Source: an optimization exercise on an open RTL-to-GDS flow (aim: small area, a short achievable clock period and few clock cycles). Production flows keep margins and buffers that such runs may drop. In this exercise RTL edits were held to simulation tests only and were not proved equivalent to the original. Power and IR drop assume default switching activity.

## flow/config.mk

```make
export PLATFORM = sky130hd
export DESIGN_NAME = mest_pro
export DESIGN_NICKNAME = mest_pro
export VERILOG_FILES = /design/flow/design.v
export SDC_FILE = /design/flow/constraint.sdc
export NUM_CORES = 4
export LEC_CHECK = 0
export ABC_AREA = 1
export CAP_MARGIN = 20
export CORE_MARGIN = 2
export CORE_UTILIZATION = 60
export CTS_BUF_LIST = sky130_fd_sc_hd__clkbuf_8
export SETUP_SLACK_MARGIN = 2.9
export SLEW_MARGIN = 20
```

## flow/constraint.sdc

```tcl
create_clock -name core_clock -period 5.0 [get_ports {clk}]
set_input_delay 1.0000 -clock core_clock [delete_from_list [all_inputs] [get_ports {clk}]]
set_output_delay 1.0000 -clock core_clock [all_outputs]
set_load 0.01 [all_outputs]
```

## flow/design.v

```verilog
module mest_pro_ctrlr(
    input  clk,
    input  i_reset_n,
    input  i_start,
    input  i_redirect,
    input  i_halt,
    output o_start,
    output reg o_run,
    output reg o_issue,
    output reg o_all_done
);
reg  halted;
wire start = i_start & ~o_run & ~halted & ~o_all_done;
assign o_start = start;
always @(posedge clk or negedge i_reset_n)
begin
    if (~i_reset_n) begin
        o_run      <= 1'b0;
        o_issue    <= 1'b0;
        halted     <= 1'b0;
        o_all_done <= 1'b0;
    end else begin
        o_run      <= start | (o_run & ~i_halt);
        o_issue    <= start | (o_run & ~i_halt & ~i_redirect);
        halted     <= i_halt;
        o_all_done <= halted;
    end
end
endmodule
module mest_pro_fetch(
    input  clk,
    input  i_reset_n,
    input  i_run,
    input  i_start,
    input  i_halt,
    input  i_jmp,
    input  i_ret,
    input  [7:0] i_const_K,
    output [15:0] o_prog_counter
);
reg [15:0] pc;
reg [15:0] ret_pc;
wire [3:0]  g  = {&pc[11:8], &pc[7:4], &pc[3:0], 1'b1};
wire [3:0]  gc = {g[3] & g[2] & g[1], g[2] & g[1], g[1], 1'b1};
reg  [15:0] cy;
integer i;
always @(*)
begin
    for (i = 0; i < 4; i = i + 1) begin
        cy[4*i]   = gc[i];
        cy[4*i+1] = gc[i] & pc[4*i];
        cy[4*i+2] = gc[i] & pc[4*i] & pc[4*i+1];
        cy[4*i+3] = gc[i] & pc[4*i] & pc[4*i+1] & pc[4*i+2];
    end
end
wire [15:0] pc_inc = pc ^ cy;
always @(posedge clk or negedge i_reset_n)
begin
    if (~i_reset_n) begin
        pc     <= 16'd0;
        ret_pc <= 16'd0;
    end else begin
        if (i_jmp)
            ret_pc <= pc;
        if (~i_run)
            pc <= {15'd0, i_start};
        else if (i_jmp)
            pc <= {8'd0, i_const_K};
        else if (i_ret)
            pc <= ret_pc;
        else if (i_halt)
            pc <= 16'd0;
        else
            pc <= pc_inc;
    end
end
assign o_prog_counter = pc;
endmodule
module mest_pro_decode(
    input  clk,
    input  i_reset_n,
    input  i_issue,
    input  [27:0] i_instr,
    output reg o_valid,
    output reg o_s0,
    output reg o_cin,
    output reg [7:0] o_a,
    output reg [7:1] o_bm,
    output reg [8:0] o_y
);
wire [3:0] op = i_instr[27:24];
wire [7:0] a  = i_instr[15:8];
wire [7:0] b  = i_instr[7:0];
wire       mul = (op == 4'd2);
wire       shl = (op == 4'd6);
reg [7:0] x;
reg [8:0] y;
always @(*)
begin
    x = 8'd0;
    y = 9'd0;
    case (op)
    4'd0: begin x = a; y = {1'b0, b}; end
    4'd1: begin x = a; y = ~{1'b0, b}; end
    4'd2: x = a;
    4'd3: x = a & b;
    4'd4: x = a | b;
    4'd5: x = {1'b0, a[7:1]};
    4'd6: x = a;
    4'd7: begin x = ~a; y = {1'b1, 8'd0}; end
    default: ;
    endcase
end
always @(posedge clk or negedge i_reset_n)
begin
    if (~i_reset_n)
        o_valid <= 1'b0;
    else
        o_valid <= i_issue;
end
always @(posedge clk)
begin
    o_s0  <= mul ? b[0] : ~shl;
    o_bm  <= mul ? b[7:1] : {6'd0, shl};
    o_cin <= (op == 4'd1);
    o_a   <= x;
    o_y   <= y;
end
endmodule
module mest_pro_exec(
    input  clk,
    input  i_reset_n,
    input  i_valid,
    input  i_s0,
    input  i_cin,
    input  [7:0] i_a,
    input  [7:1] i_bm,
    input  [8:0] i_y,
    output reg o_valid_result,
    output reg [7:0] o_result,
    output reg o_carry,
    output reg o_zero_flag
);
wire p_1 = i_y[0] ^ i_cin ^ (i_a[0] & i_s0);
wire p_2 = (i_y[0] & i_cin) | ((i_a[0] & i_s0) & (i_y[0] ^ i_cin));
wire p_3 = (i_a[1] & i_s0) ^ ((i_a[0] & i_bm[1]) | i_y[1]) ^ p_2;
wire p_4 = ((i_a[1] & i_s0) & ((i_a[0] & i_bm[1]) | i_y[1])) | (p_2 & ((i_a[1] & i_s0) ^ ((i_a[0] & i_bm[1]) | i_y[1])));
wire p_5 = (i_a[2] & i_s0) ^ (i_a[0] & i_bm[2]) ^ ((i_a[1] & i_bm[1]) | i_y[2]);
wire p_6 = ((i_a[2] & i_s0) & (i_a[0] & i_bm[2])) | (((i_a[1] & i_bm[1]) | i_y[2]) & ((i_a[2] & i_s0) ^ (i_a[0] & i_bm[2])));
wire p_7 = p_5 ^ p_4;
wire p_8 = p_5 & p_4;
wire p_9 = (i_a[3] & i_s0) ^ (i_a[1] & i_bm[2]) ^ (i_a[0] & i_bm[3]);
wire p_10 = ((i_a[3] & i_s0) & (i_a[1] & i_bm[2])) | ((i_a[0] & i_bm[3]) & ((i_a[3] & i_s0) ^ (i_a[1] & i_bm[2])));
wire p_11 = ((i_a[2] & i_bm[1]) | i_y[3]) ^ p_6 ^ p_9;
wire p_12 = (((i_a[2] & i_bm[1]) | i_y[3]) & p_6) | (p_9 & (((i_a[2] & i_bm[1]) | i_y[3]) ^ p_6));
wire p_13 = p_11 ^ p_8;
wire p_14 = p_11 & p_8;
wire p_15 = (i_a[4] & i_s0) ^ (i_a[2] & i_bm[2]) ^ (i_a[1] & i_bm[3]);
wire p_16 = ((i_a[4] & i_s0) & (i_a[2] & i_bm[2])) | ((i_a[1] & i_bm[3]) & ((i_a[4] & i_s0) ^ (i_a[2] & i_bm[2])));
wire p_17 = (i_a[5] & i_s0) ^ (i_a[3] & i_bm[2]);
wire p_18 = (i_a[5] & i_s0) & (i_a[3] & i_bm[2]);
wire p_19 = (i_a[6] & i_s0) ^ (i_a[4] & i_bm[2]) ^ (i_a[3] & i_bm[3]);
wire p_20 = ((i_a[6] & i_s0) & (i_a[4] & i_bm[2])) | ((i_a[3] & i_bm[3]) & ((i_a[6] & i_s0) ^ (i_a[4] & i_bm[2])));
wire p_21 = (i_a[7] & i_s0) ^ (i_a[5] & i_bm[2]) ^ (i_a[4] & i_bm[3]);
wire p_22 = ((i_a[7] & i_s0) & (i_a[5] & i_bm[2])) | ((i_a[4] & i_bm[3]) & ((i_a[7] & i_s0) ^ (i_a[5] & i_bm[2])));
wire p_23 = (i_a[3] & i_bm[4]) ^ (i_a[2] & i_bm[5]);
wire p_24 = (i_a[3] & i_bm[4]) & (i_a[2] & i_bm[5]);
wire p_25 = (i_a[0] & i_bm[4]) ^ ((i_a[3] & i_bm[1]) | i_y[4]) ^ p_10;
wire p_26 = ((i_a[0] & i_bm[4]) & ((i_a[3] & i_bm[1]) | i_y[4])) | (p_10 & ((i_a[0] & i_bm[4]) ^ ((i_a[3] & i_bm[1]) | i_y[4])));
wire p_27 = (i_a[2] & i_bm[3]) ^ (i_a[1] & i_bm[4]) ^ (i_a[0] & i_bm[5]);
wire p_28 = ((i_a[2] & i_bm[3]) & (i_a[1] & i_bm[4])) | ((i_a[0] & i_bm[5]) & ((i_a[2] & i_bm[3]) ^ (i_a[1] & i_bm[4])));
wire p_29 = ((i_a[4] & i_bm[1]) | i_y[5]) ^ p_17;
wire p_30 = ((i_a[4] & i_bm[1]) | i_y[5]) & p_17;
wire p_31 = (i_a[2] & i_bm[4]) ^ (i_a[1] & i_bm[5]) ^ (i_a[0] & i_bm[6]);
wire p_32 = ((i_a[2] & i_bm[4]) & (i_a[1] & i_bm[5])) | ((i_a[0] & i_bm[6]) & ((i_a[2] & i_bm[4]) ^ (i_a[1] & i_bm[5])));
wire p_33 = ((i_a[5] & i_bm[1]) | i_y[6]) ^ p_18 ^ p_19;
wire p_34 = (((i_a[5] & i_bm[1]) | i_y[6]) & p_18) | (p_19 & (((i_a[5] & i_bm[1]) | i_y[6]) ^ p_18));
wire p_35 = (i_a[1] & i_bm[6]) ^ (i_a[0] & i_bm[7]) ^ ((i_a[6] & i_bm[1]) | i_y[7]);
wire p_36 = ((i_a[1] & i_bm[6]) & (i_a[0] & i_bm[7])) | (((i_a[6] & i_bm[1]) | i_y[7]) & ((i_a[1] & i_bm[6]) ^ (i_a[0] & i_bm[7])));
wire p_37 = p_23 ^ p_20 ^ p_21;
wire p_38 = (p_23 & p_20) | (p_21 & (p_23 ^ p_20));
wire p_39 = p_15 ^ p_25;
wire p_40 = p_15 & p_25;
wire p_41 = p_16 ^ p_27 ^ p_29;
wire p_42 = (p_16 & p_27) | (p_29 & (p_16 ^ p_27));
wire p_43 = p_28 ^ p_31 ^ p_30;
wire p_44 = (p_28 & p_31) | (p_30 & (p_28 ^ p_31));
wire p_45 = p_32 ^ p_35 ^ p_34;
wire p_46 = (p_32 & p_35) | (p_34 & (p_32 ^ p_35));
wire p_47 = (i_a[6] & i_bm[2]) ^ (i_a[5] & i_bm[3]);
wire p_48 = (i_a[4] & i_bm[4]) ^ (i_a[3] & i_bm[5]);
wire p_49 = (i_a[2] & i_bm[6]) ^ (i_a[1] & i_bm[7]);
wire p_50 = ((i_a[7] & i_bm[1]) | i_y[8]) ^ p_24;
wire p_51 = p_47 ^ p_48;
wire p_52 = p_49 ^ p_22;
wire p_53 = p_50 ^ p_51;
wire p_54 = p_36 ^ p_52;
wire p_55 = p_53 ^ p_54;
reg [18:0] q;
reg v1;
always @(posedge clk)
begin
    q[0] <= p_1;
    q[1] <= p_3;
    q[2] <= p_7;
    q[3] <= p_13;
    q[4] <= p_12;
    q[5] <= p_14;
    q[6] <= p_39;
    q[7] <= p_26;
    q[8] <= p_41;
    q[9] <= p_40;
    q[10] <= p_33;
    q[11] <= p_43;
    q[12] <= p_42;
    q[13] <= p_37;
    q[14] <= p_45;
    q[15] <= p_44;
    q[16] <= p_38;
    q[17] <= p_55;
    q[18] <= p_46;
end
wire s_1 = q[4] ^ q[5];
wire s_2 = q[4] & q[5];
wire s_3 = q[7] ^ q[8] ^ q[9];
wire s_4 = (q[7] & q[8]) | (q[9] & (q[7] ^ q[8]));
wire s_5 = q[10] ^ q[11] ^ q[12];
wire s_6 = (q[10] & q[11]) | (q[12] & (q[10] ^ q[11]));
wire s_7 = q[13] ^ q[14] ^ q[15];
wire s_8 = (q[13] & q[14]) | (q[15] & (q[13] ^ q[14]));
wire s_9 = q[16] ^ q[17] ^ q[18];
wire s_10 = (q[16] & q[17]) | (q[18] & (q[16] ^ q[17]));
wire [4:0] fx, fy;
assign fx[0] = q[6];
assign fx[1] = s_3;
assign fx[2] = s_5;
assign fx[3] = s_7;
assign fx[4] = s_9;
assign fy[0] = s_1;
assign fy[1] = s_2;
assign fy[2] = s_4;
assign fy[3] = s_6;
assign fy[4] = s_8;
wire [4:0] ag = fx & fy;
wire [4:0] ap = fx ^ fy;
wire ag0_1 = ag[1] | (ap[1] & ag[0]);
wire ap0_1 = ap[1] & ap[0];
wire ag0_3 = ag[3] | (ap[3] & ag[2]);
wire ap0_3 = ap[3] & ap[2];
wire ag1_2 = ag[2] | (ap[2] & ag0_1);
wire ap1_2 = ap[2] & ap0_1;
wire ag1_3 = ag0_3 | (ap0_3 & ag0_1);
wire ap1_3 = ap0_3 & ap0_1;
wire ag2_4 = ag[4] | (ap[4] & ag1_3);
wire ap2_4 = ap[4] & ap1_3;
wire [4:0] rh = {ap[4] ^ ag1_3, ap[3] ^ ag1_2, ap[2] ^ ag0_1, ap[1] ^ ag[0], ap[0]};
wire       zh = ((fx ^ fy) == {fx[3:0] | fy[3:0], 1'b0});
wire [8:0] r = {rh, {q[3], q[2], q[1], q[0]}};
wire       zero = zh & ~(|{q[3], q[2], q[1], q[0]});
always @(posedge clk or negedge i_reset_n)
begin
    if (~i_reset_n) begin
        v1             <= 1'b0;
        o_valid_result <= 1'b0;
    end else begin
        v1             <= i_valid;
        o_valid_result <= v1;
    end
end
always @(posedge clk)
begin
    o_result    <= r[7:0];
    o_carry     <= r[8];
    o_zero_flag <= zero;
end
endmodule
module mest_pro#(
    parameter OP_CODE_SIZE     = 4,
    parameter INSTRUCTION_SIZE = OP_CODE_SIZE + 8 + 8 + 8,
    parameter ROM_DEPTH = 65536
)(
    input clk,
    input i_reset_n,
    input i_start,
    output [$clog2(ROM_DEPTH)-1  :0] o_prog_counter,
    input [INSTRUCTION_SIZE-1    :0] i_instruction,
    output [8-1 :0] o_result,
    output o_valid_result,
    output o_carry,
    output o_zero_flag,
    output o_all_done
);
wire       issue;       
wire       run;         
wire       start;
wire [3:0] op   = i_instruction[27:24];
wire       is_jmp  = issue & (op == 4'd8);
wire       is_ret  = issue & (op == 4'd9);
wire       is_halt = issue & (op == 4'd15);
wire       x_s0, x_cin;
wire [7:0] x_a;
wire [7:1] x_bm;
wire [8:0] x_y;
wire       x_valid;
mest_pro_ctrlr u_ctrlr(
    .clk        (clk),
    .i_reset_n  (i_reset_n),
    .i_start    (i_start),
    .i_redirect (is_jmp | is_ret),
    .i_halt     (is_halt),
    .o_start    (start),
    .o_run      (run),
    .o_issue    (issue),
    .o_all_done (o_all_done)
);
mest_pro_fetch u_fetch(
    .clk            (clk),
    .i_reset_n      (i_reset_n),
    .i_run          (run),
    .i_start        (start),
    .i_halt         (is_halt),
    .i_jmp          (is_jmp),
    .i_ret          (is_ret),
    .i_const_K      (i_instruction[23:16]),
    .o_prog_counter (o_prog_counter)
);
mest_pro_decode u_decode(
    .clk        (clk),
    .i_reset_n  (i_reset_n),
    .i_issue    (issue),
    .i_instr    (i_instruction),
    .o_valid    (x_valid),
    .o_s0       (x_s0),
    .o_cin      (x_cin),
    .o_a        (x_a),
    .o_bm       (x_bm),
    .o_y        (x_y)
);
mest_pro_exec u_exec(
    .clk            (clk),
    .i_reset_n      (i_reset_n),
    .i_valid        (x_valid),
    .i_s0           (x_s0),
    .i_cin          (x_cin),
    .i_a            (x_a),
    .i_bm           (x_bm),
    .i_y            (x_y),
    .o_valid_result (o_valid_result),
    .o_result       (o_result),
    .o_carry        (o_carry),
    .o_zero_flag    (o_zero_flag)
);
endmodule
```

## flow/flow/run.sh

```bash
#!/bin/bash
# Layout: the standard synthesis, then the standard ORFS steps with plain
# buffers (not delay cells) on the ports and free resizing.
set -euo pipefail
bash standard.sh synth > synth.log 2>&1
bash standard.sh BUFFER_PORTS_ARGS="-buffer_cell sky130_fd_sc_hd__buf_1" MATCH_CELL_FOOTPRINT=0 CTS_ARGS="-sink_clustering_enable -repair_clock_nets -buf_list sky130_fd_sc_hd__clkbuf_8 -dont_use_dummy_load" finish > layout.log 2>&1
```

## flow/standard.sh

```bash
#!/bin/bash
# synth_recipe.tcl (not shown) runs the flow's synth.tcl, then flattens the netlist and writes it again
# the make line also repeats each setting of config.mk as NAME=value (left out here)
make -C /OpenROAD-flow-scripts/flow DESIGN_CONFIG=/design/flow/config.mk WORK_HOME=/design/flow/orfs CLKGATE_MAP_FILE= SYNTH_SCRIPT=/design/flow/synth_recipe.tcl "${@:-finish}"
```

==> results.toml, run 1 <==
[outcome]
status = "complete, no violations"

[yosys]
synth_cell_types = 35
ys_seq_elements = 94
ys_seq_area_share_pct = 44.5
synth_largest_area_cell = "dfxtp_1"
yosys_warnings = 4
synth_top_area_share_pct = 23.6
synthTopCellsByCount = "nand2_1, inv_1, dfxtp_1, dfrtp_1, ha_1"
syn_inst = 548
synth_edf_count = 0
postSynthAreaPerCell_um2 = 8.51
ys_async_sr_fraction_pct = 41.5
yosysMostFrequentCell = "nand2_1"
synth_area_leaders = "dfxtp_1, dfrtp_1, nand2_1"
synth_flop_cell = "dfxtp_1"
syn_area_um2 = 4670
syn-num-nets = 627

[hold_path]
hp-class = "register to register"
hold_path_startpoint = "u_exec.q[0]"

[layout]
diodes = 0
area_delta_synth_final_pct = 10.4
fin_cells = 713
drive_gt1_share_pct = 6.38
final_nets = 692

[die]
fp.dieW_um = 92.2
die_y_um = 92.2
rows = 32
core_um2 = 7650
die-area_um2 = 8500
io_pins = 59
initial_core_util_pct = 61.0

[timing]
grt_setup_unrepaired = "no"
final-setup-viol-count = 0
period_share_pct = 40.4
slew_violations = 0
finalHoldViolCount = 0
slew_headroom_pct = 42.0
worst_pin_slew_ns = 0.871
period_minus_slack_ns = 2.02
tns_ns = 0
finClkSkew_ns = 0.0195
fmax_ghz = 0.495

[global_route]
overflow = 0
grt_pass1_vias = 3518
grt_max_degree = 40
grt_pass1_wl_um = 15500
antenna_found_initial = 0
grtUsageTotal_pct = 23.4

[route]
final_antenna_net_count = 0
drt_iter0_drc = 142
firstDrtPassIters = 5
drc = 0
totalWireLength_um = 8850
met2_wirelength_um = 3840
num_vias = 3553
wl_met1_um = 4420
wire_per_inst_um = 12.4
avgViaCountPerCell = 4.98
wl_met3_um = 507
routed.top_layer = "met4"

[clock_network]
htree_num_levels = 3
numCtsBuffers = 9
clk_path_buf_depth = 2
cts.sinks = 94
holdBufCountCts = 0
cts_tree = "done"
cts_root_buf = "clkbuf_8"
clkTransAtPathRegs_ns = 0.09
clock_latency_ns = 0.35

[setup_path]
required_ns = 4.00
critical_path_class = "register to output port"
cp-end-kind = "output port"
crit_fanout = 3
ff2ff_setup_slack_ns = 2.99
cp-start-kind = "register"
cp-startpoint = "u_fetch.pc[1]"
worstSetupEndpoint = "o_prog_counter[1]"
worstPathArrival_ns = 1.02
r2r_end = "u_exec.q[3]"
worst-r2r-cell-count = 6
reg2reg_from = "u_decode.o_a[0]"

[placement]
place.port_buffers = 58
dp_cells = 698
dp_hpwl_um = 6580
gp_congestion = 0.845

[power_and_ir_drop]
max-vdd-ir-drop_mv = 0.254
powerDensity_nw_per_um2 = 320
p_leak_nw = 2.75

[run]
cap_violations = 0
[flip-flops by register name (all words and copies together) (netlist names)]
signal and cells:
u_decode.o_cin 1, u_ctrlr.o_issue 1, u_exec.v1 1, u_exec.o_zero_flag 1, u_ctrlr.o_all_done 1, u_fetch.ret_pc 16
u_decode.o_s0 1, u_decode.o_bm 7, u_exec.o_carry 1, u_decode.o_valid 1, u_exec.q 19, u_exec.o_result 8
u_decode.o_y 9, u_decode.o_a 8, u_ctrlr.o_run 1, u_fetch.pc 16, u_ctrlr.halted 1, u_exec.o_valid_result 1
[cell usage in the layout, fill, tap and decap left out, drive strengths merged, types with 15 or more instances in the layout]
cell type,count
fa,22
ha,26
a21oi,15
dfrtp,39
o21ai,23
nor2,25
inv,84
dfxtp,55
buf,62
nand2,198
nand3,15
[power by group]
group	switching (mW)	internal [mW]
logic	0.212	0.122
registers	0.0733	0.852
clock network	0.224	0.162
[metal layers]
| layer | up-vias | GRT usage (%) |
|---|---|---|
| met4 | 0 | 8.46 |
| met5 | - | 0 |
| met1 | 1643 | 32.9 |
| met3 | 7 | 3.53 |
| li1 | 1799 | - |
| met2 | 104 | 37.0 |
[layout make-up]
type	count	area [um^2]
tap	102	128
fill	675	2500
inverter	86	325
sequential	94	2080
timing repair buffer	63	270
clock buffer	9	124
multi-input combinational	359	2220
[per-stage QoR]
| stage | hold WS [ns] | util, % | power [mW] | setup slack, ns | cell area, um^2 |
|---|---|---|---|---|---|
| 6_report | 0.356 | 67.4 | 1.65 | 2.98 | 5150 |
| 5_1_grt | 0.360 | 67.4 | 1.75 | 2.90 | 5150 |
| 4_1_cts | 0.359 | 66.5 | 1.64 | 2.89 | 5080 |
| 3_5_place_dp | 0.338 | 64.7 | 1.25 | 2.40 | 4950 |
| 3_3_place_gp | 0.336 | 64.7 | 1.24 | 2.48 | 4950 |
| 2_1_floorplan | 0.331 | - | 1.14 | 2.99 | 4670 |
[critical path, stage by stage (launching register included)]
cell and delay [ns]:
dfrtp_1 0.41, buf_4 0.14, buf_1 0.12
[worst min path at each step]
stage | slack (ns) | cells past startpoint | to
2_1_floorplan | 0.33 | 0 | u_exec.o_valid_result
3_5_place_dp | 0.34 | 0 | u_exec.v1
3_3_place_gp | 0.34 | 0 | u_exec.o_valid_result
5_1_grt | 0.36 | 0 | u_exec.o_result[1]
4_1_cts | 0.36 | 0 | u_exec.o_result[3]
6_report | 0.36 | 0 | u_exec.o_result[0]
[timing repair]
action,in CTS,in global routing
cloned,1,0
pin swaps,1,1
resized for setup,1,10
buffers inserted,0,5
setup endpoints to repair,27,37
[logic make-up after synthesis]
kind of cell	synth area share, %
simple gates	22.4
buf+inv	8.37
flops	44.5
compound gates	6.46
fa+ha+maj	16.4
xor+xnor	1.88
Testbench counts, summed over its fixed seeds: cycles 7,274.
==> run 2: changes to the inputs <==
--- a/flow/config.mk
+++ b/flow/config.mk
@@ -12,3 +12,3 @@
 export CTS_BUF_LIST = sky130_fd_sc_hd__clkbuf_8
-export SETUP_SLACK_MARGIN = 2.9
+export SETUP_SLACK_MARGIN = 2.97
 export SLEW_MARGIN = 20
==> run 2 against run 1 <==
Net effect: clock-buffer cell count unchanged; highest routed layer unchanged; flip-flop and latch count stayed put; worst setup slack got worse by 0.0016 ns; clock power is essentially flat; power rose by 0.33%; largest power group unchanged; sequential share of layout area fell by 0.11 points; synthesized cell count unchanged; register-to-register slack gained 0.06 ns; clock skew grew 0.0016 ns.
==> results.toml, run 2 <==
[setup_path]
worstPathArrival_ns = 1.02
cp-end-kind = "output port"
required_ns = 4.00
crit_fanout = 3
cp-start-kind = "register"
critical_path_class = "register to output port"
worst-r2r-cell-count = 7
reg2reg_from = "u_exec.q[9]"
r2r_end = "u_exec.o_result[6]"
ff2ff_setup_slack_ns = 3.05

[yosys]
synth_largest_area_cell = "dfxtp_1"
yosys_warnings = 4
synth_edf_count = 0
yosysMostFrequentCell = "nand2_1"
synth_cell_types = 35
synthTopCellsByCount = "nand2_1, inv_1, dfxtp_1, dfrtp_1, ha_1"
syn_inst = 548
ys_async_sr_fraction_pct = 41.5
synth_area_leaders = "dfxtp_1, dfrtp_1, nand2_1"
syn_area_um2 = 4670
ys_seq_area_share_pct = 44.5
ys_seq_elements = 94
synth_top_area_share_pct = 23.6
syn-num-nets = 627
postSynthAreaPerCell_um2 = 8.51
synth_flop_cell = "dfxtp_1"

[route]
drc = 0
totalWireLength_um = 8990
num_vias = 3599
final_antenna_net_count = 0
drt_iter0_drc = 140
avgViaCountPerCell = 5.03
wire_per_inst_um = 12.5
firstDrtPassIters = 5

[timing]
worst_pin_slew_ns = 0.857
fmax_ghz = 0.495
finClkSkew_ns = 0.0211
slew_headroom_pct = 42.9
period_minus_slack_ns = 2.02
final-setup-viol-count = 0
tns_ns = 0
grt_setup_unrepaired = "yes"
finalHoldViolCount = 0
slew_violations = 0
layout_setup_ws_ns = 2.98
period_share_pct = 40.4

[global_route]
grt_max_degree = 40
overflow = 0
use_met3_pct = 3.53
antenna_found_initial = 0
grt_pass1_wl_um = 15600
grt_pass1_vias = 3528
grt_util_met1_pct = 33.0
grt_busiest_layer = "met2"
grtUsageTotal_pct = 23.5
met2_usage_pct = 37.1

[die]
rows = 32
initial_core_util_pct = 61.0
die_y_um = 92.2
fp.dieW_um = 92.2
io_pins = 59
core_um2 = 7650
die-area_um2 = 8500

[layout]
largest_reg_flops = 19
reg_top3 = "u_exec.q (19), u_fetch.pc (16), u_fetch.ret_pc (16)"
regArea_um2 = 2090
drive_gt1_share_pct = 8.31
n_fill_cell = 668
final_common_cell = "nand2_1"
multi_input_area_um2 = 2230
area_delta_synth_final_pct = 11.4
diodes = 0
fin_cells = 716
top_register = "u_exec.q"
final_cell_mix = "nand2_1, inv_1, buf_1"
final_nets = 695

[clock_network]
clock_latency_ns = 0.35
cts.sinks = 94
holdBufCountCts = 0
clkTransAtPathRegs_ns = 0.09
clk_path_buf_depth = 2
cts_root_buf = "clkbuf_8"
numCtsBuffers = 9
htree_num_levels = 3
cts_tree = "done"

[placement]
dp_hpwl_um = 6580
place.port_buffers = 58
dp_cells = 698
gp_congestion = 0.845
pre_cts_ws_ns = 2.40

[hold_path]
whs_endpoint = "u_exec.o_result[3]"
hold_path_startpoint = "u_exec.q[3]"
hp-class = "register to register"
min_path_cells = 0

[power_and_ir_drop]
max-vdd-ir-drop_mv = 0.254
powerDensity_nw_per_um2 = 318
p_leak_nw = 2.77

[outcome]
status = "complete, no violations"

[run]
cap_violations = 0
-- run 2: cell counts after synthesis --
Identical to the previous run, type by type.
-- run 2: layout make-up --
class                           count  share of cell area, %
Multi-Input combinational cell    359                   42.9
Sequential cell                    94                   40.3
Inverter                           86                   6.26
Timing Repair Buffer               66                   5.68
Tap cell                          102                   2.46
Clock buffer                        9                   2.38
-- run 2: worst max-delay path by stage --
stage                      start            endpoint  slack (ns)  cells past startpoint
5_1_grt            u_fetch.pc[1]   o_prog_counter[1]        2.94                      2
6_report           u_fetch.pc[0]   o_prog_counter[0]        2.98                      2
4_1_cts              u_exec.q[7]  u_exec.o_result[6]        2.98                      7
3_5_place_dp   i_instruction[27]   u_fetch.ret_pc[0]        2.40                      8
3_3_place_gp   i_instruction[27]   u_fetch.ret_pc[3]        2.48                      8
2_1_floorplan      u_decode.o_s0        u_exec.q[14]        2.99                      6
-- run 2: power by group --
| group | internal (mW) | switching, mW | leakage, nW |
|---|---|---|---|
| Combinational | 0.126 | 0.212 | 1.73 |
| Clock | 0.162 | 0.225 | 0.0647 |
| Sequential | 0.852 | 0.0741 | 0.973 |
-- run 2: metrics by stage --
step | hold WS [ns] | total power, mW | area [um^2] | util (%)
after floorplan | 0.331 | 1.14 | 4670 | -
after global placement | 0.336 | 1.24 | 4950 | 64.7
after detailed placement | 0.338 | 1.25 | 4950 | 64.7
after CTS | 0.359 | 1.64 | 5100 | 66.7
after global routing | 0.360 | 1.75 | 5200 | 67.9
final | 0.357 | 1.65 | 5200 | 67.9
-- run 2: per-layer routing --
| layer | part of all wire [%] | vias to the layer above |
|---|---|---|
| li1 | - | 1806 |
| met1 | 49 | 1673 |
| met2 | 44 | 108 |
| met3 | 5.5 | 12 |
| met4 | 1.5 | 0 |
| met5 | 0 | - |
-- run 2: worst max-delay path: stages, from the launching register on --
cell and delay (ns):
dfrtp_1 0.41, buf_4 0.14, buf_1 0.12
-- run 2: kinds of logic after synthesis --
family | count (synthesis) | synth area share, %
AND/OR/NAND/NOR | 246 | 22.4
buffers and inverters | 96 | 8.37
flip-flops | 94 | 44.5
AO/OA/AOI/OAI | 54 | 6.46
adder cells (fa/ha/maj) | 48 | 16.4
XOR/XNOR | 10 | 1.88
-- run 2: timing repair --
item	in CTS	in global routing
pin swaps	1	2
gates resized for setup	6	17
endpoints found under the setup margin	35	26
buffers inserted	2	6
cloned	1	0
==> run 3: changes to the inputs <==
--- a/flow/config.mk
+++ b/flow/config.mk
@@ -12,3 +12,3 @@
 export CTS_BUF_LIST = sky130_fd_sc_hd__clkbuf_8
-export SETUP_SLACK_MARGIN = 2.97
+export SETUP_SLACK_MARGIN = 2.92
 export SLEW_MARGIN = 20
==> run 3 against run 2 <==
Net effect: still clean on timing, DRC and antenna; die area is the same; flip-flop and latch count is the same; via count is essentially flat; worst setup slack gained 0.0032 ns; core utilization shrank 0.47 points; clock power is essentially flat.
==> results.toml, run 3 <==
[outcome]
status = "complete, no violations"

[global_route]
grtUsageTotal_pct = 23.4
grt_pass1_vias = 3518
grt_pass1_wl_um = 15500
overflow = 0
grt_max_degree = 40
antenna_found_initial = 0

[yosys]
ys_async_sr_fraction_pct = 41.5
syn_area_um2 = 4670
synth_largest_area_cell = "dfxtp_1"
synth_top_area_share_pct = 23.6
syn-num-nets = 627
yosysMostFrequentCell = "nand2_1"
yosys_warnings = 4
postSynthAreaPerCell_um2 = 8.51
ys_seq_elements = 94
synth_edf_count = 0
synthTopCellsByCount = "nand2_1, inv_1, dfxtp_1, dfrtp_1, ha_1"
syn_inst = 548
ys_seq_area_share_pct = 44.5
synth_cell_types = 35
synth_area_leaders = "dfxtp_1, dfrtp_1, nand2_1"
synth_flop_cell = "dfxtp_1"

[die]
initial_core_util_pct = 61.0
io_pins = 59
die-area_um2 = 8500
die_y_um = 92.2
rows = 32
fp.dieW_um = 92.2
core_um2 = 7650

[power_and_ir_drop]
p_leak_nw = 2.75
p_seq_share_pct = 56.2
max-vdd-ir-drop_mv = 0.253
switching_share_pct = 31.0
clkPwrFrac_pct = 23.5
switching_power_mw = 0.510
powerDensity_nw_per_um2 = 319
internal-power_mw = 1.14
pwr-share-comb_pct = 20.3

[setup_path]
r2r_end = "u_exec.o_result[6]"
critical_path_class = "register to output port"
ff2ff_setup_slack_ns = 3.04
worst-r2r-cell-count = 7
cp-startpoint = "u_fetch.pc[1]"
required_ns = 4.00
crit_fanout = 3
reg2reg_from = "u_exec.q[9]"
cp-start-kind = "register"
worstSetupEndpoint = "o_prog_counter[1]"
cp-end-kind = "output port"
worstPathArrival_ns = 1.02

[layout]
diodes = 0
reg_top3 = "u_exec.q (19), u_fetch.pc (16), u_fetch.ret_pc (16)"
top_register = "u_exec.q"
drive_gt1_share_pct = 7.04
area_delta_synth_final_pct = 10.6
final_nets = 692
final_cell_mix = "nand2_1, inv_1, buf_1"
largest_reg_flops = 19
final_common_cell = "nand2_1"
final_area_um2 = 5160

[timing]
finClkSkew_ns = 0.0194
period_share_pct = 40.4
slew_headroom_pct = 42.5
worst_pin_slew_ns = 0.862
grt_setup_unrepaired = "no"
fmax_ghz = 0.496
slew_violations = 0
tns_ns = 0
finalHoldViolCount = 0
period_minus_slack_ns = 2.02
final-setup-viol-count = 0

[clock_network]
cts_root_buf = "clkbuf_8"
clock_latency_ns = 0.35
clk_path_buf_depth = 2
cts_tree = "done"
htree_num_levels = 3
cts.sinks = 94
numCtsBuffers = 9
clkTransAtPathRegs_ns = 0.09

[placement]
place_area_um2 = 4950
dp_hpwl_um = 6580
place.port_buffers = 58
gp_congestion = 0.845

[route]
num_vias = 3598
final_antenna_net_count = 0
drc = 0
wire_per_inst_um = 12.5
avgViaCountPerCell = 5.05
totalWireLength_um = 8890
firstDrtPassIters = 4
drt_iter0_drc = 140

[hold_path]
hp-class = "register to register"

[run]
cap_violations = 0
==> run 3: what timing repair did <==
action | CTS | global route
gates resized for setup | 1 | 14
buffers inserted | 0 | 5
cloned | 1 | 0
setup endpoints to repair | 30 | 42
hold buffers | 0 | 0
hold endpoints to repair | 0 | 0
pin swaps | 1 | 2
==> run 3: metal layers <==
| layer | GRT usage (%) | vias up | routed length, um |
|---|---|---|---|
| li1 | - | 1799 | - |
| met1 | 32.9 | 1677 | 4380 |
| met2 | 37.0 | 110 | 3830 |
| met3 | 3.53 | 12 | 541 |
| met4 | 8.46 | 0 | 134 |
| met5 | 0 | - | 0 |
==> run 3: layout make-up <==
cell class / count / area, um^2
clock buffer: 9 / 124
fill: 673 / 2490
tap: 102 / 128
timing repair buffer: 63 / 270
inverter: 86 / 325
multi-input combinational: 359 / 2230
sequential: 94 / 2090
==> run 3: cells by family (layout without fill, tap and decap cells) <==
| group | count (synthesis) | in the layout | share of synthesized area [%] |
|---|---|---|---|
| buffers and inverters | 96 | 158 | 8.37 |
| AO/OA/AOI/OAI | 54 | 54 | 6.46 |
| AND/OR/NAND/NOR | 246 | 247 | 22.4 |
| flip-flops | 94 | 94 | 44.5 |
| XOR/XNOR | 10 | 10 | 1.88 |
| adder cells (fa/ha/maj) | 48 | 48 | 16.4 |
==> run 3: metrics by stage <==
| stage | total power, mW | utilization [%] | setup WS, ns | hold slack (ns) | instances |
|---|---|---|---|---|---|
| after floorplan | 1.14 | - | 2.99 | 0.331 | 548 |
| after global placement | 1.24 | 64.7 | 2.48 | 0.336 | 698 |
| final | 1.65 | 67.5 | 2.98 | 0.357 | 713 |
| after CTS | 1.64 | 66.5 | 2.89 | 0.359 | 708 |
| after global routing | 1.75 | 67.5 | 2.93 | 0.360 | 713 |
| after detailed placement | 1.25 | 64.7 | 2.40 | 0.338 | 698 |
==> run 3: how the worst min path moves through the flow <==
| stage | from | endpoint | slack, ns | cells after the start |
|---|---|---|---|---|
| finish | u_exec.q[3] | u_exec.o_result[3] | 0.36 | 0 |
| floorplan | u_exec.v1 | u_exec.o_valid_result | 0.33 | 0 |
| CTS | u_exec.q[3] | u_exec.o_result[3] | 0.36 | 0 |
| global placement | u_exec.v1 | u_exec.o_valid_result | 0.34 | 0 |
| detailed placement | u_decode.o_valid | u_exec.v1 | 0.34 | 0 |
| global route | u_exec.q[1] | u_exec.o_result[1] | 0.36 | 0 |
==> run 3: worst max-delay path, stage by stage, from the launching register on <==
cell and delay, ns:
dfrtp_1 0.41, buf_4 0.14, buf_1 0.12
==> run 3: power groups by stage <==
stage	registers (mW)	logic (mW)	clock network, mW
final	0.926	0.335	0.386
after global routing	0.937	0.383	0.428
after CTS	0.926	0.318	0.396
after detailed placement	0.940	0.314	0
after global placement	0.941	0.303	0
after floorplan	0.930	0.215	0
==> run 4: changes to the inputs <==
--- a/flow/config.mk
+++ b/flow/config.mk
@@ -12,3 +12,3 @@
 export CTS_BUF_LIST = sky130_fd_sc_hd__clkbuf_8
-export SETUP_SLACK_MARGIN = 2.92
+export SETUP_SLACK_MARGIN = 2.95
 export SLEW_MARGIN = 20
==> run 4 against run 3 <==
Net effect: clock power hardly changed; worst setup slack worse by 0.00075 ns; power is 0.22% higher; sequential share of layout area is 0.20 points lower; still clean; highest routed layer unchanged; wire length is 0.76% higher; fmax hardly changed; clock skew is 0.00056 ns higher; synthesized area stayed put; combinational power hardly changed; critical path depth stayed put.
==> results.toml, run 4 <==
[yosys]
ys_seq_elements = 94
postSynthAreaPerCell_um2 = 8.51
yosysMostFrequentCell = "nand2_1"
synth_cell_types = 35
syn-num-nets = 627
ys_seq_area_share_pct = 44.5
synth_largest_area_cell = "dfxtp_1"
syn_inst = 548
ys_async_sr_fraction_pct = 41.5
synth_area_leaders = "dfxtp_1, dfrtp_1, nand2_1"
synth_flop_cell = "dfxtp_1"
syn_area_um2 = 4670
yosys_warnings = 4
synth_top_area_share_pct = 23.6
synthTopCellsByCount = "nand2_1, inv_1, dfxtp_1, dfrtp_1, ha_1"
synth_edf_count = 0

[route]
wire_per_inst_um = 12.5
firstDrtPassIters = 4
final_antenna_net_count = 0
num_vias = 3565
avgViaCountPerCell = 4.98
drc = 0
drt_iter0_drc = 165
totalWireLength_um = 8960

[timing]
fmax_ghz = 0.495
worst_pin_slew_ns = 0.862
slew_violations = 0
period_share_pct = 40.4
grt_setup_unrepaired = "yes"
tns_ns = 0
layout_setup_ws_ns = 2.98
finalHoldViolCount = 0
final-setup-viol-count = 0
finClkSkew_ns = 0.0199
slew_headroom_pct = 42.6
period_minus_slack_ns = 2.02

[global_route]
grt_pass1_vias = 3528
overflow = 0
grt_pass1_wl_um = 15600
grtUsageTotal_pct = 23.5
antenna_found_initial = 0
grt_max_degree = 40

[die]
die_y_um = 92.2
rows = 32
io_pins = 59
fp.dieW_um = 92.2
core_um2 = 7650
initial_core_util_pct = 61.0
die-area_um2 = 8500

[setup_path]
cp_top_family = "flip-flops"
r2r_end = "u_exec.o_result[6]"
cpPeakStageDelay_ns = 0.41
worstPathCellList = "buf_4 > buf_1"
critPathSlowestCell = "dfrtp_1"
reg2reg_from = "u_exec.q[9]"
crit_fanout = 3
critical_path_class = "register to output port"
cp-end-kind = "output port"
crit_buf_inv = 2
worst-r2r-cell-count = 7
worstPathArrival_ns = 1.02
ff2ff_setup_slack_ns = 3.04
cp-start-kind = "register"
required_ns = 4.00

[clock_network]
cts.sinks = 94
numCtsBuffers = 9
htree_num_levels = 3
clkTransAtPathRegs_ns = 0.09
cts_root_buf = "clkbuf_8"
cts_tree = "done"
clk_path_buf_depth = 2
clock_latency_ns = 0.35

[hold_path]
min_path_cells = 0
hold_path_startpoint = "u_exec.q[3]"
hp-class = "register to register"
whs_endpoint = "u_exec.o_result[3]"

[layout]
largest_reg_flops = 19
final_nets = 695
drive_gt1_share_pct = 7.82
diodes = 0
n_fill_cell = 670
top_register = "u_exec.q"
final_common_cell = "nand2_1"
final_cell_mix = "nand2_1, inv_1, buf_1"
area_delta_synth_final_pct = 11.1
reg_top3 = "u_exec.q (19), u_fetch.pc (16), u_fetch.ret_pc (16)"

[run]
cap_violations = 0

[outcome]
status = "complete, no violations"

[placement]
gp_congestion = 0.845
dp_hpwl_um = 6580
pre_cts_ws_ns = 2.40
place.port_buffers = 58

[power_and_ir_drop]
max-vdd-ir-drop_mv = 0.254
powerDensity_nw_per_um2 = 318
p_leak_nw = 2.77
[run 4: cell counts after synthesis]
Identical to the previous run, type by type.
[run 4: kinds of logic (layout without fill, tap and decap cells)]
| kind of cell | count (synthesis) | after routing | synth area share [%] |
|---|---|---|---|
| XOR/XNOR | 10 | 10 | 1.88 |
| buffers and inverters | 96 | 161 | 8.37 |
| flip-flops | 94 | 94 | 44.5 |
| adder cells (fa/ha/maj) | 48 | 48 | 16.4 |
| AND/OR/NAND/NOR | 246 | 247 | 22.4 |
| AO/OA/AOI/OAI | 54 | 54 | 6.46 |
[run 4: through the flow]
step	util [%]	hold slack, ns	power (mW)	instance area, um^2	instances
floorplan	-	0.331	1.14	4670	548
global placement	64.7	0.336	1.24	4950	698
detailed placement	64.7	0.338	1.25	4950	698
CTS	66.7	0.359	1.64	5100	710
global route	67.8	0.360	1.75	5180	716
finish	67.8	0.357	1.65	5180	716
[run 4: per-layer routing]
metal | vias up | global-route usage [%] | share of wire (%)
met3 | 12 | 3.53 | 5.7
met5 | - | 0 | 0
met2 | 95 | 37.1 | 43
met1 | 1653 | 33.0 | 49
met4 | 0 | 8.46 | 1.5
li1 | 1805 | - | -
[run 4: repair_timing]
item / in CTS / in global routing
setup endpoints to repair: 32 / 20
pin swaps: 1 / 2
hold buffers: 0 / 0
gates resized for setup: 3 / 14
setup buffers: 2 / 6
gates cloned: 1 / 0
[run 4: report_power, final]
group / total (mW) / switching, mW / internal, mW
logic: 0.337 / 0.212 / 0.126
registers: 0.927 / 0.0739 / 0.853
clock network: 0.387 / 0.225 / 0.162
total: 1.65 / 0.510 / 1.14
[run 4: final cells by class]
type	instances	area (um^2)	share of cell area (%)
clock buffers	9	124	2.39
repair buffers	66	295	5.69
flip-flops and latches	94	2090	40.2
inverters	86	325	6.27
well taps	102	128	2.46
multi-input cells	359	2230	43.0
[run 4: worst max-delay path by stage]
stage | startpoint | to | slack [ns] | cells past startpoint
detailed placement | i_instruction[27] | u_fetch.ret_pc[0] | 2.40 | 8
global placement | i_instruction[27] | u_fetch.ret_pc[3] | 2.48 | 8
global route | u_fetch.pc[1] | o_prog_counter[1] | 2.94 | 2
CTS | u_decode.o_s0 | u_exec.q[14] | 2.95 | 5
floorplan | u_decode.o_s0 | u_exec.q[14] | 2.99 | 6
finish | u_fetch.pc[1] | o_prog_counter[1] | 2.98 | 2
==> run 5: changes to the inputs <==
--- a/flow/config.mk
+++ b/flow/config.mk
@@ -7,3 +7,2 @@
 export LEC_CHECK = 0
-export ABC_AREA = 1
 export CAP_MARGIN = 20
==> run 5 against run 4 <==
Net effect: still clean on timing, DRC and antenna; fmax rose by 0.18%; sequential share of layout area is 0.26 points higher; combinational power is 5% higher; synthesized area shrank 0.78%; core utilization is essentially flat; first-iteration DRC count fell by 20%; die area shrank 0.74%; non-clock buffer count down 2; critical endpoint is now u_fetch.ret_pc[13]; largest power group unchanged.
==> results.toml, run 5 <==
[layout]
final_nets = 560
top_register = "u_exec.q"
reg_top3 = "u_exec.q (19), u_fetch.pc (16), u_fetch.ret_pc (16)"
largest_reg_flops = 19
n_fill_cell = 629
final_cell_mix = "buf_1, dfxtp_1, inv_1"
area_delta_synth_final_pct = 11.4
final_common_cell = "buf_1"
diodes = 0
regArea_um2 = 2090
multi_input_area_um2 = 2330
drive_gt1_share_pct = 11.5

[route]
num_vias = 3024
final_antenna_net_count = 0
drt_iter0_drc = 132
drc = 0
avgViaCountPerCell = 5.20
totalWireLength_um = 8770
wire_per_inst_um = 15.1
firstDrtPassIters = 4

[clock_network]
clk_path_buf_depth = 2
numCtsBuffers = 9
cts_root_buf = "clkbuf_8"
clkTransAtPathRegs_ns = 0.09
clock_latency_ns = 0.36
cts_tree = "done"
htree_num_levels = 3
cts.sinks = 94
holdBufCountCts = 0

[setup_path]
r2r_end = "u_exec.q[14]"
cp-startpoint = "i_instruction[26]"
critical_path_class = "input pin to register"
reg2reg_from = "u_decode.o_bm[2]"
cp-start-kind = "input pin"
worst-r2r-cell-count = 5
required_ns = 5.24
cp-end-kind = "register"
crit_fanout = 30
worstPathArrival_ns = 2.25
ff2ff_setup_slack_ns = 3.02

[global_route]
grt_pass1_wl_um = 14600
antenna_found_initial = 0
grtUsageTotal_pct = 22.0
grt_pass1_vias = 3061
grt_max_degree = 40
overflow = 0

[die]
initial_core_util_pct = 60.9
die-area_um2 = 8430
core_um2 = 7610
fp.dieW_um = 91.8
die_y_um = 91.8
io_pins = 59
rows = 32

[yosys]
ys_seq_elements = 94
syn-num-nets = 502
synth_edf_count = 0
syn_area_um2 = 4630
synth_top_area_share_pct = 23.8
postSynthAreaPerCell_um2 = 10.9
synth_largest_area_cell = "dfxtp_1"
synth_flop_cell = "dfxtp_1"
syn_inst = 423
ys_seq_area_share_pct = 44.9
ys_async_sr_fraction_pct = 41.5
synth_area_leaders = "dfxtp_1, dfrtp_1, fa_1"
synth_cell_types = 38
yosys_warnings = 4
synthTopCellsByCount = "dfxtp_1, inv_1, dfrtp_1, nand2_1, ha_1"
yosysMostFrequentCell = "dfxtp_1"

[hold_path]
whs_endpoint = "u_exec.o_result[3]"
hp-class = "register to register"
min_path_cells = 0
hold_path_startpoint = "u_exec.q[3]"

[placement]
place.port_buffers = 58
pre_cts_ws_ns = 1.76
dp_hpwl_um = 6520
gp_congestion = 0.813

[timing]
final-setup-viol-count = 0
finalHoldViolCount = 0
finClkSkew_ns = 0.0283
grt_setup_unrepaired = "yes"
slew_violations = 0
layout_setup_ws_ns = 2.99
period_share_pct = 40.3
fmax_ghz = 0.496
tns_ns = 0
slew_headroom_pct = 36.2
worst_pin_slew_ns = 0.958
period_minus_slack_ns = 2.01

[power_and_ir_drop]
max-vdd-ir-drop_mv = 0.267
powerDensity_nw_per_um2 = 320
p_leak_nw = 2.40
p_total_mw = 1.65

[outcome]
status = "complete, no violations"

[run]
cap_violations = 0
run 5: worst max path at each step:
stage               cells past startpoint  slack (ns)                 end
floorplan                               6        2.65  u_fetch.ret_pc[10]
global placement                        4        1.81   u_fetch.ret_pc[4]
detailed placement                      4        1.76   u_fetch.ret_pc[1]
CTS                                     5        2.95   u_fetch.ret_pc[1]
global route                            7        2.92  u_exec.o_result[6]
finish                                  5        2.99  u_fetch.ret_pc[13]
run 5: what timing repair did:
| action | in CTS | in global routing |
|---|---|---|
| pin swaps | 1 | 2 |
| gates resized for setup | 16 | 16 |
| endpoints found under the hold margin | 0 | 0 |
| cloned | 0 | 1 |
| setup endpoints to repair | 50 | 25 |
| setup buffers | 2 | 3 |
run 5: cell type report:
cell class	instances	area share [%]
inverter	44	3.20
clock buffer	9	2.40
tap	102	2.48
timing repair buffer	64	6.21
multi-input combinational	268	45.2
sequential	94	40.5
run 5: cell families after synthesis:
family                     Yosys count  share of synthesized area [%]
buffers and inverters               61                           6.00
and+or+nand+nor                    104                           11.2
DFF                                 94                           44.9
AOI/OAI and AO/OA                   62                           9.00
xor gates and xnor gates            30                           5.97
adders and majority gates           48                           16.5
muxes                               24                           6.43
run 5: stage by stage:
step | std cells | area (um^2) | util, % | hold WS (ns)
CTS | 577 | 5070 | 66.7 | 0.348
floorplan | 423 | 4670 | - | 0.323
global route | 581 | 5150 | 67.8 | 0.354
detailed placement | 566 | 4900 | 64.4 | 0.337
global placement | 566 | 4900 | 64.4 | 0.335
finish | 581 | 5150 | 67.8 | 0.343
run 5: critical path: stages:
cell       delay [ns]
buf_6            0.15
or2_4            0.29
nor3_4           0.28
clkbuf_16        0.23
mux2_4           0.29
run 5: where the power goes:
part | total [mW] | leakage (nW) | switching, mW | internal [mW]
combinational | 0.353 | 1.36 | 0.192 | 0.161
clock | 0.384 | 0.0647 | 0.223 | 0.162
sequential | 0.913 | 0.971 | 0.0649 | 0.848
total | 1.65 | 2.40 | 0.480 | 1.17
run 5: layer usage:
metal / GRT usage (%) / vias to the layer above / share of wire, %
met1: 30.2 / 1456 / 48
met4: 5.35 / 0 / 1.2
met3: 5.59 / 8 / 3.9
met2: 35.4 / 66 / 47
li1: - / 1494 / -
met5: 0 / - / 0
==> run 6: changes to the inputs <==
--- a/flow/config.mk
+++ b/flow/config.mk
@@ -7,5 +7,6 @@
 export LEC_CHECK = 0
+export ABC_AREA = 1
 export CAP_MARGIN = 20
 export CORE_MARGIN = 2
-export CORE_UTILIZATION = 60
+export CORE_UTILIZATION = 70
 export CTS_BUF_LIST = sky130_fd_sc_hd__clkbuf_8
==> run 6 against run 5 <==
Net effect: synthesized area grew 0.78%; worst hold slack worse by 0.0060 ns; sequential share of layout area about the same; fmax grew 1.6%; largest power group unchanged; cell count rose by 18%; first-iteration DRC count increased by 75%; still clean; clock-buffer cell count did not move; register-to-register slack is essentially flat; power down 1.0%.
==> results.toml, run 6 <==
[yosys]
synthTopCellsByCount = "nand2_1, inv_1, dfxtp_1, dfrtp_1, ha_1"
synth_largest_area_cell = "dfxtp_1"
synthMuxAreaShare_pct = 0
synth_edf_count = 0
synth_cell_types = 35
syn_inst = 548
synth_area_leaders = "dfxtp_1, dfrtp_1, nand2_1"
synth_flop_cell = "dfxtp_1"
yosys_warnings = 4
synth_adder_area_share_pct = 16.4
yosys.area_share.xor_xnor_pct = 1.88
ys_seq_elements = 94
syn-num-nets = 627
yosysMostFrequentCell = "nand2_1"
synth_simple_gate_area_share_pct = 22.4
syn_area_um2 = 4670
synth_top_family_by_area = "simple AND/OR/NAND/NOR gates"
ys_seq_area_share_pct = 44.5
ys_async_sr_fraction_pct = 41.5
postSynthAreaPerCell_um2 = 8.51
synth_compound_area_share_pct = 6.46
synth_top_area_share_pct = 23.6

[layout]
drive_gt1_share_pct = 9.02
n_fill_cell = 435
top_register = "u_exec.q"
largest_reg_flops = 19
final_cell_mix = "nand2_1, inv_1, buf_1"
regArea_um2 = 2090
multi_input_area_um2 = 2270
final_nets = 691
area_delta_synth_final_pct = 10.6
final_common_cell = "nand2_1"
reg_top3 = "u_exec.q (19), u_fetch.pc (16), u_fetch.ret_pc (16)"
diodes = 0
final_area_um2 = 5160
fin_cells = 687

[power_and_ir_drop]
p_seq_share_pct = 56.9
internal-power_mw = 1.13
switching_share_pct = 30.9
pwr-share-comb_pct = 20.0
switching_power_mw = 0.504
p_total_mw = 1.63
clkPwrFrac_pct = 23.1
powerDensity_nw_per_um2 = 317
p_leak_nw = 2.73
max-vdd-ir-drop_mv = 0.312

[die]
fp.dieW_um = 85.6
rows = 29
die-area_um2 = 7330
initial_core_util_pct = 73.1
core_um2 = 6390
io_pins = 59
die_y_um = 85.6

[outcome]
status = "complete, no violations"

[timing]
worst_pin_slew_ns = 0.952
slew_violations = 0
fmax_ghz = 0.504
final-setup-viol-count = 0
period_share_pct = 39.7
grt_setup_unrepaired = "yes"
finClkSkew_ns = 0.0232
finalHoldViolCount = 0
slew_headroom_pct = 36.5
layout_setup_ws_ns = 3.02
period_minus_slack_ns = 1.98
tns_ns = 0

[clock_network]
cts_tree = "done"
numCtsBuffers = 9
clk_path_buf_depth = 2
clkTransAtPathRegs_ns = 0.08
htree_num_levels = 3
cts.sinks = 94
cts_root_buf = "clkbuf_8"
clock_latency_ns = 0.35

[global_route]
antenna_found_initial = 0
grt_pass1_vias = 3546
grt_pass1_wl_um = 15700
grtUsageTotal_pct = 27.2
overflow = 0
grt_max_degree = 40

[setup_path]
cp_top_family = "flip-flops"
ff2ff_setup_slack_ns = 3.02
critical_path_class = "register to output port"
worstPathCellList = "buf_1"
cp-start-kind = "register"
cpPeakStageDelay_ns = 0.47
crit_buf_inv = 1
r2r_end = "u_exec.q[3]"
crit_fanout = 4
worstPathArrival_ns = 0.98
critPathSlowestCell = "dfrtp_1"
required_ns = 4.00
cp-end-kind = "output port"
reg2reg_from = "u_decode.o_a[0]"
worst-r2r-cell-count = 6

[placement]
dp_cells = 673
place.port_buffers = 58
dp_hpwl_um = 6930
place_area_um2 = 4920
pre_cts_ws_ns = 2.41
gp_congestion = 0.945

[route]
drt_iter0_drc = 231
final_antenna_net_count = 0
totalWireLength_um = 9300
avgViaCountPerCell = 5.31
firstDrtPassIters = 5
wire_per_inst_um = 13.5
drc = 0
num_vias = 3651

[hold_path]
hold_path_startpoint = "u_exec.q[2]"
hp-class = "register to register"
min_path_cells = 0
whs_endpoint = "u_exec.o_result[2]"

[run]
cap_violations = 0
-- run 6: cell count changes in the layout (fill, tap and decap cells not counted), sizes merged, moves of 8 or more --
cell,before,now
nand2b,12,0
mux2i,8,0
nand2,30,198
and2,18,0
inv,44,84
xnor2,23,5
mux2,16,0
o21ai,9,23
-- run 6: power groups by stage --
stage          clock [mW]  combinational [mW]  sequential, mW
5_1_grt             0.415               0.375           0.939
4_1_cts             0.386               0.320           0.925
2_1_floorplan           0               0.215           0.930
6_report            0.377               0.327           0.930
3_5_place_dp            0               0.315           0.939
3_3_place_gp            0               0.301           0.937
-- run 6: worst max-delay path by stage --
stage | slack [ns] | cells after the start | from | end
3_5_place_dp | 2.41 | 7 | i_instruction[27] | u_fetch.ret_pc[2]
2_1_floorplan | 2.99 | 6 | u_decode.o_s0 | u_exec.q[14]
5_1_grt | 2.92 | 10 | i_instruction[27] | u_fetch.pc[12]
4_1_cts | 2.87 | 6 | i_instruction[24] | u_decode.o_a[4]
3_3_place_gp | 2.52 | 8 | i_instruction[27] | u_fetch.ret_pc[3]
6_report | 3.02 | 1 | u_fetch.pc[11] | o_prog_counter[11]
-- run 6: routing by layer --
metal	vias up	global-route usage [%]	wire [um]
met5	-	0	0
met1	1724	37.0	4160
met3	13	3.46	485
met2	117	45.2	4530
li1	1797	-	-
met4	0	10.1	130
-- run 6: final cells by class --
class / instances / share of cell area [%]
sequential: 94 / 40.5
inverter: 86 / 6.31
multi-input combinational: 359 / 44.1
tap: 77 / 1.87
timing repair buffer: 62 / 4.88
clock buffer: 9 / 2.40
-- run 6: kinds of logic (layout without fill, tap and decap cells) --
kind of cell | count (synthesis) | in the layout
compound gates | 54 | 54
buf+inv | 96 | 157
flops | 94 | 94
xor+xnor | 10 | 10
simple gates | 246 | 247
fa+ha+maj | 48 | 48
-- run 6: metrics by stage --
stage | hold WS, ns | utilization, %
finish | 0.337 | 80.8
detailed placement | 0.338 | 77.0
CTS | 0.339 | 79.5
global route | 0.349 | 80.8
floorplan | 0.331 | -
global placement | 0.336 | 77.0
-- run 6: what timing repair did --
item / in CTS / in global routing
buffers inserted: 3 / 1
endpoints found under the setup margin: 35 / 36
hold buffers: 0 / 0
pin swaps: 1 / 6
cloned: 1 / 0
gates resized for setup: 4 / 26
==> run 7: changes to the inputs <==
--- a/flow/config.mk
+++ b/flow/config.mk
@@ -10,3 +10,3 @@
 export CORE_MARGIN = 2
-export CORE_UTILIZATION = 70
+export CORE_UTILIZATION = 40
 export CTS_BUF_LIST = sky130_fd_sc_hd__clkbuf_8
==> run 7 against run 6 <==
Net effect: synthesized cell count unchanged; register-to-register slack gained 0.02 ns; core utilization is 35 points lower; die area rose by 71%; wire length down 1.0%; clock-buffer cell count unchanged; clock skew grew 0.00093 ns; first-iteration DRC count fell by 39%; via count is 2.9% lower; highest routed layer unchanged.
==> results.toml, run 7 <==
[hold_path]
hp-class = "register to register"

[setup_path]
worstPathArrival_ns = 1.01
critPathSlowestCell = "dfrtp_1"
cp-start-kind = "register"
cp-end-kind = "output port"
reg2reg_from = "u_exec.q[9]"
ff2ff_setup_slack_ns = 3.04
worst-r2r-cell-count = 7
critical_path_class = "register to output port"
worstPathCellList = "buf_1"
r2r_end = "u_exec.o_result[6]"
cp-startpoint = "u_fetch.pc[10]"
required_ns = 4.00
crit_fanout = 4
worstSetupEndpoint = "o_prog_counter[10]"
cpPeakStageDelay_ns = 0.48
cp.depth = 1
cp_top_family = "flip-flops"
crit_buf_inv = 1

[layout]
n_fill_cell = 1140
largest_reg_flops = 19
final_nets = 693
drive_gt1_share_pct = 8.33
top_register = "u_exec.q"
diodes = 0
multi_input_area_um2 = 2260
final_area_um2 = 5250
area_delta_synth_final_pct = 12.6
reg_top3 = "u_exec.q (19), u_fetch.pc (16), u_fetch.ret_pc (16)"
regArea_um2 = 2100
final_common_cell = "nand2_1"
final_cell_mix = "nand2_1, inv_1, buf_1"

[timing]
worst_pin_slew_ns = 0.875
fmax_ghz = 0.498
period_share_pct = 40.1
finClkSkew_ns = 0.0241
final-setup-viol-count = 0
finalHoldViolCount = 0
slew_headroom_pct = 41.6
hold_slack_ns = 0.356
period_minus_slack_ns = 2.01
layout_setup_ws_ns = 2.99
grt_setup_unrepaired = "yes"
tns_ns = 0
slew_violations = 0

[yosys]
yosys_warnings = 4
syn_inst = 548
ys_seq_area_share_pct = 44.5
yosysMostFrequentCell = "nand2_1"
synth_flop_cell = "dfxtp_1"
ys_seq_elements = 94
syn-num-nets = 627
synth_edf_count = 0
synth_cell_types = 35
postSynthAreaPerCell_um2 = 8.51
synth_area_leaders = "dfxtp_1, dfrtp_1, nand2_1"
synthTopCellsByCount = "nand2_1, inv_1, dfxtp_1, dfrtp_1, ha_1"
synth_top_area_share_pct = 23.6
ys_async_sr_fraction_pct = 41.5
synth_largest_area_cell = "dfxtp_1"
syn_area_um2 = 4670

[clock_network]
numCtsBuffers = 9
clk_path_buf_depth = 2
clock_latency_ns = 0.36
holdBufCountCts = 0
cts_tree = "done"
cts.sinks = 94
htree_num_levels = 3
cts_root_buf = "clkbuf_8"
clkTransAtPathRegs_ns = 0.08

[route]
totalWireLength_um = 9210
final_antenna_net_count = 0
avgViaCountPerCell = 4.69
firstDrtPassIters = 5
wire_per_inst_um = 12.2
num_vias = 3544
drt_iter0_drc = 141
drc = 0

[die]
core_um2 = 11400
die-area_um2 = 12500
fp.dieW_um = 112
rows = 39
io_pins = 59
initial_core_util_pct = 40.9
die_y_um = 112

[placement]
place_area_um2 = 5000
place.port_buffers = 58
pre_cts_ws_ns = 2.45
gp_congestion = 0.866
dp_hpwl_um = 7110

[global_route]
overflow = 0
grt_pass1_vias = 3562
grt_pass1_wl_um = 16000
grtUsageTotal_pct = 15.6
antenna_found_initial = 0
grt_max_degree = 40

[power_and_ir_drop]
clkPwrFrac_pct = 23.6
max-vdd-ir-drop_mv = 0.136
switching_share_pct = 30.8
internal-power_mw = 1.13
pwr-share-comb_pct = 19.9
p_leak_nw = 2.74
p_seq_share_pct = 56.5
powerDensity_nw_per_um2 = 310
switching_power_mw = 0.501

[outcome]
status = "complete, no violations"

[run]
cap_violations = 0
[run 7: cell types whose count changed in the layout (fill, tap and decap cells not counted), sizes merged]
| cell | previous run | this run |
|---|---|---|
| buf | 59 | 64 |
| clkbuf | 12 | 9 |
[run 7: worst min-delay path by stage]
stage                           from                     to  slack (ns)  cells past startpoint
floorplan                  u_exec.v1  u_exec.o_valid_result        0.33                      0
global placement    u_decode.o_valid              u_exec.v1        0.33                      0
detailed placement         u_exec.v1  u_exec.o_valid_result        0.34                      0
CTS                      u_exec.q[1]     u_exec.o_result[1]        0.36                      0
global route             u_exec.q[1]     u_exec.o_result[1]        0.37                      0
finish                   u_exec.q[1]     u_exec.o_result[1]        0.36                      0
[run 7: per-stage QoR]
step | util, % | total power, mW | std cells
4_1_cts | 45.0 | 1.65 | 749
3_5_place_dp | 43.8 | 1.25 | 739
6_report | 46.0 | 1.63 | 755
3_3_place_gp | 43.8 | 1.24 | 739
2_1_floorplan | - | 1.14 | 548
5_1_grt | 46.0 | 1.74 | 755
[run 7: layout make-up]
type,count,share of cell area [%]
Tap cell,143,3.41
Inverter,86,6.19
Timing Repair Buffer,64,5.03
Clock buffer,9,2.36
Sequential cell,94,39.9
Multi-Input combinational cell,359,43.1
[run 7: kinds of logic after synthesis]
logic type | Yosys count | share of synthesized area, %
AO/OA/AOI/OAI | 54 | 6.46
XOR/XNOR | 10 | 1.88
adder cells (fa/ha/maj) | 48 | 16.4
buffers and inverters | 96 | 8.37
flip-flops | 94 | 44.5
AND/OR/NAND/NOR | 246 | 22.4
[run 7: layer usage]
metal | track usage [%] | vias up | share of wire (%) | wire length, um
met5 | 0 | - | 0 | 0
met4 | 5.85 | 0 | 1.8 | 170
met3 | 3.10 | 12 | 4.5 | 415
met2 | 25.4 | 88 | 46 | 4240
met1 | 20.9 | 1642 | 48 | 4380
li1 | - | 1802 | - | -
[run 7: power by group through the flow]
stage | combinational (mW) | sequential (mW) | clock, mW
after global placement | 0.305 | 0.939 | 0
after global routing | 0.374 | 0.936 | 0.433
after detailed placement | 0.314 | 0.939 | 0
after CTS | 0.320 | 0.922 | 0.403
after floorplan | 0.215 | 0.930 | 0
final | 0.324 | 0.921 | 0.385
[run 7: timing repair]
| item | 4_1_cts | 5_1_grt |
|---|---|---|
| buffers inserted | 0 | 6 |
| gates resized for setup | 4 | 23 |
| setup endpoints to repair | 33 | 41 |
| pin swaps | 1 | 6 |
| cloned | 1 | 0 |
==> run 8: changes to the inputs <==
--- a/flow/config.mk
+++ b/flow/config.mk
@@ -10,3 +10,3 @@
 export CORE_MARGIN = 2
-export CORE_UTILIZATION = 40
+export CORE_UTILIZATION = 45
 export CTS_BUF_LIST = sky130_fd_sc_hd__clkbuf_8
==> run 8 against run 7 <==
Net effect: still clean on timing, DRC and antenna; power up 1.1%; clock power about the same; synthesized area unchanged; first-iteration DRC count up 13%; register-to-register slack worse by 0.02 ns; non-clock buffer count up 1; cell count down 0.79%; clock skew down 0.0088 ns; critical path depth up 1; global-route usage up 2.3 points; largest cell class unchanged.
==> results.toml, run 8 <==
[outcome]
status = "complete, no violations"

[placement]
gp_congestion = 0.823
dp_hpwl_um = 6920
place.port_buffers = 58

[setup_path]
cp-end-kind = "output port"
critPathSlowestCell = "dfrtp_1"
worstPathArrival_ns = 1.01
required_ns = 4.00
crit_buf_inv = 2
cp_top_family = "flip-flops"
crit_fanout = 3
critical_path_class = "register to output port"
cp-start-kind = "register"
cpPeakStageDelay_ns = 0.41
worstPathCellList = "buf_4 > buf_1"

[timing]
slew_violations = 0
grt_setup_unrepaired = "yes"
final-setup-viol-count = 0
tns_ns = 0
fmax_ghz = 0.497
period_share_pct = 40.2
slew_headroom_pct = 42.7
period_minus_slack_ns = 2.01
finalHoldViolCount = 0
worst_pin_slew_ns = 0.860
finClkSkew_ns = 0.0153

[yosys]
yosys_warnings = 4
synth_flop_cell = "dfxtp_1"
synth_edf_count = 0
synth_top_area_share_pct = 23.6
syn-num-nets = 627
syn_area_um2 = 4670
yosysMostFrequentCell = "nand2_1"
synth_area_leaders = "dfxtp_1, dfrtp_1, nand2_1"
ys_seq_elements = 94
synth_cell_types = 35
postSynthAreaPerCell_um2 = 8.51
ys_seq_area_share_pct = 44.5
synthTopCellsByCount = "nand2_1, inv_1, dfxtp_1, dfrtp_1, ha_1"
syn_inst = 548
ys_async_sr_fraction_pct = 41.5
synth_largest_area_cell = "dfxtp_1"

[route]
wire_per_inst_um = 12.4
firstDrtPassIters = 4
totalWireLength_um = 9260
num_vias = 3550
avgViaCountPerCell = 4.74
drc = 0
final_antenna_net_count = 0
drt_iter0_drc = 160

[global_route]
antenna_found_initial = 0
grt_pass1_vias = 3421
grt_max_degree = 40
grt_pass1_wl_um = 15800
overflow = 0
grtUsageTotal_pct = 17.9

[clock_network]
htree_num_levels = 3
numCtsBuffers = 9
cts.sinks = 94
clock_latency_ns = 0.35
clk_path_buf_depth = 2
clkTransAtPathRegs_ns = 0.08
cts_tree = "done"
cts_root_buf = "clkbuf_8"

[die]
fp.dieW_um = 106
die-area_um2 = 11200
io_pins = 59
rows = 37
die_y_um = 106
initial_core_util_pct = 45.8
core_um2 = 10200

[power_and_ir_drop]
p_total_mw = 1.65
p_leak_nw = 2.76
max-vdd-ir-drop_mv = 0.177
powerDensity_nw_per_um2 = 315

[layout]
final_cell_mix = "nand2_1, inv_1, buf_1"
reg_top3 = "u_exec.q (19), u_fetch.pc (16), u_fetch.ret_pc (16)"
regArea_um2 = 2090
n_fill_cell = 1046
area_delta_synth_final_pct = 11.9
largest_reg_flops = 19
top_register = "u_exec.q"
final_util_pct = 51.3
multi_input_area_um2 = 2230
final_common_cell = "nand2_1"
diodes = 0
drive_gt1_share_pct = 7.67
final_nets = 694

[hold_path]
hp-class = "register to register"

[run]
cap_violations = 0
run 8: cell types whose count changed in the layout (fill, tap and decap cells not counted):
cell,before,now
ha_1,22,26
dfxtp_4,3,0
a21oi_1,13,15
a21oi_2,2,0
dfxtp_2,6,8
ha_2,2,0
ha_4,2,0
buf_1,57,56
buf_12,0,1
clkbuf_2,0,1
dfrtp_1,39,38
dfrtp_2,0,1
dfxtp_1,46,47
run 8: report_power, final:
group	internal (mW)	switching (mW)	leakage, nW	total (mW)
clock network	0.162	0.221	0.0647	0.383
logic	0.127	0.213	1.72	0.340
registers	0.853	0.0702	0.970	0.923
run 8: area by class of cell:
type	count	share of cell area (%)
Multi-Input combinational cell	359	42.7
Sequential cell	94	40.0
Inverter	86	6.23
Timing Repair Buffer	65	5.47
Tap cell	136	3.26
Clock buffer	9	2.37
run 8: worst paths after layout:
| check | from | endpoint | slack (ns) | cells after the start |
|---|---|---|---|---|
| worst max-delay path | u_fetch.pc[0] | o_prog_counter[0] | 2.99 | 2 |
| worst min-delay path | u_decode.o_valid | u_exec.v1 | 0.36 | 0 |
| worst max register to register | u_decode.o_s0 | u_exec.q[14] | 3.02 | 5 |
| worst min register to register | u_decode.o_valid | u_exec.v1 | 0.36 | 0 |
| max in group asynchronous | i_reset_n | u_fetch.pc[11] | 3.65 | 1 |
| min in group asynchronous | i_reset_n | u_decode.o_valid | 0.76 | 1 |
run 8: cells by family after synthesis:
family | synth area share (%)
compound gates | 6.46
xor+xnor | 1.88
fa+ha+maj | 16.4
buf+inv | 8.37
flops | 44.5
simple gates | 22.4
run 8: layer usage:
layer	vias up	global-route usage [%]	share of wire [%]
li1	1808	-	-
met1	1636	25.2	48
met3	19	3.09	4.9
met5	-	0	0
met4	0	8.36	2.7
met2	87	27.0	45
run 8: what timing repair did:
item                       CTS  global route
pin swaps                    1             2
gates resized for setup      2            15
cloned                       1             0
hold buffers                 0             0
buffers inserted             0             7
setup endpoints to repair   28            47
run 8: per-stage QoR:
step / instances / setup slack [ns] / hold WS [ns] / instance area [um^2]
after floorplan: 548 / 2.99 / 0.331 / 4670
after global placement: 732 / 2.51 / 0.335 / 4990
after detailed placement: 732 / 2.44 / 0.339 / 4990
after CTS: 742 / 2.88 / 0.357 / 5130
after global routing: 749 / 2.92 / 0.360 / 5220
final: 749 / 2.99 / 0.355 / 5220

Check on run 8: ideal ports give 2.988 ns setup slack; a clkbuf_16 on the clock port and buf_2 on the inputs give 2.954 ns; moving port delays by the midpoint clock arrival (0.374 ns) as well gives 2.678 ns.
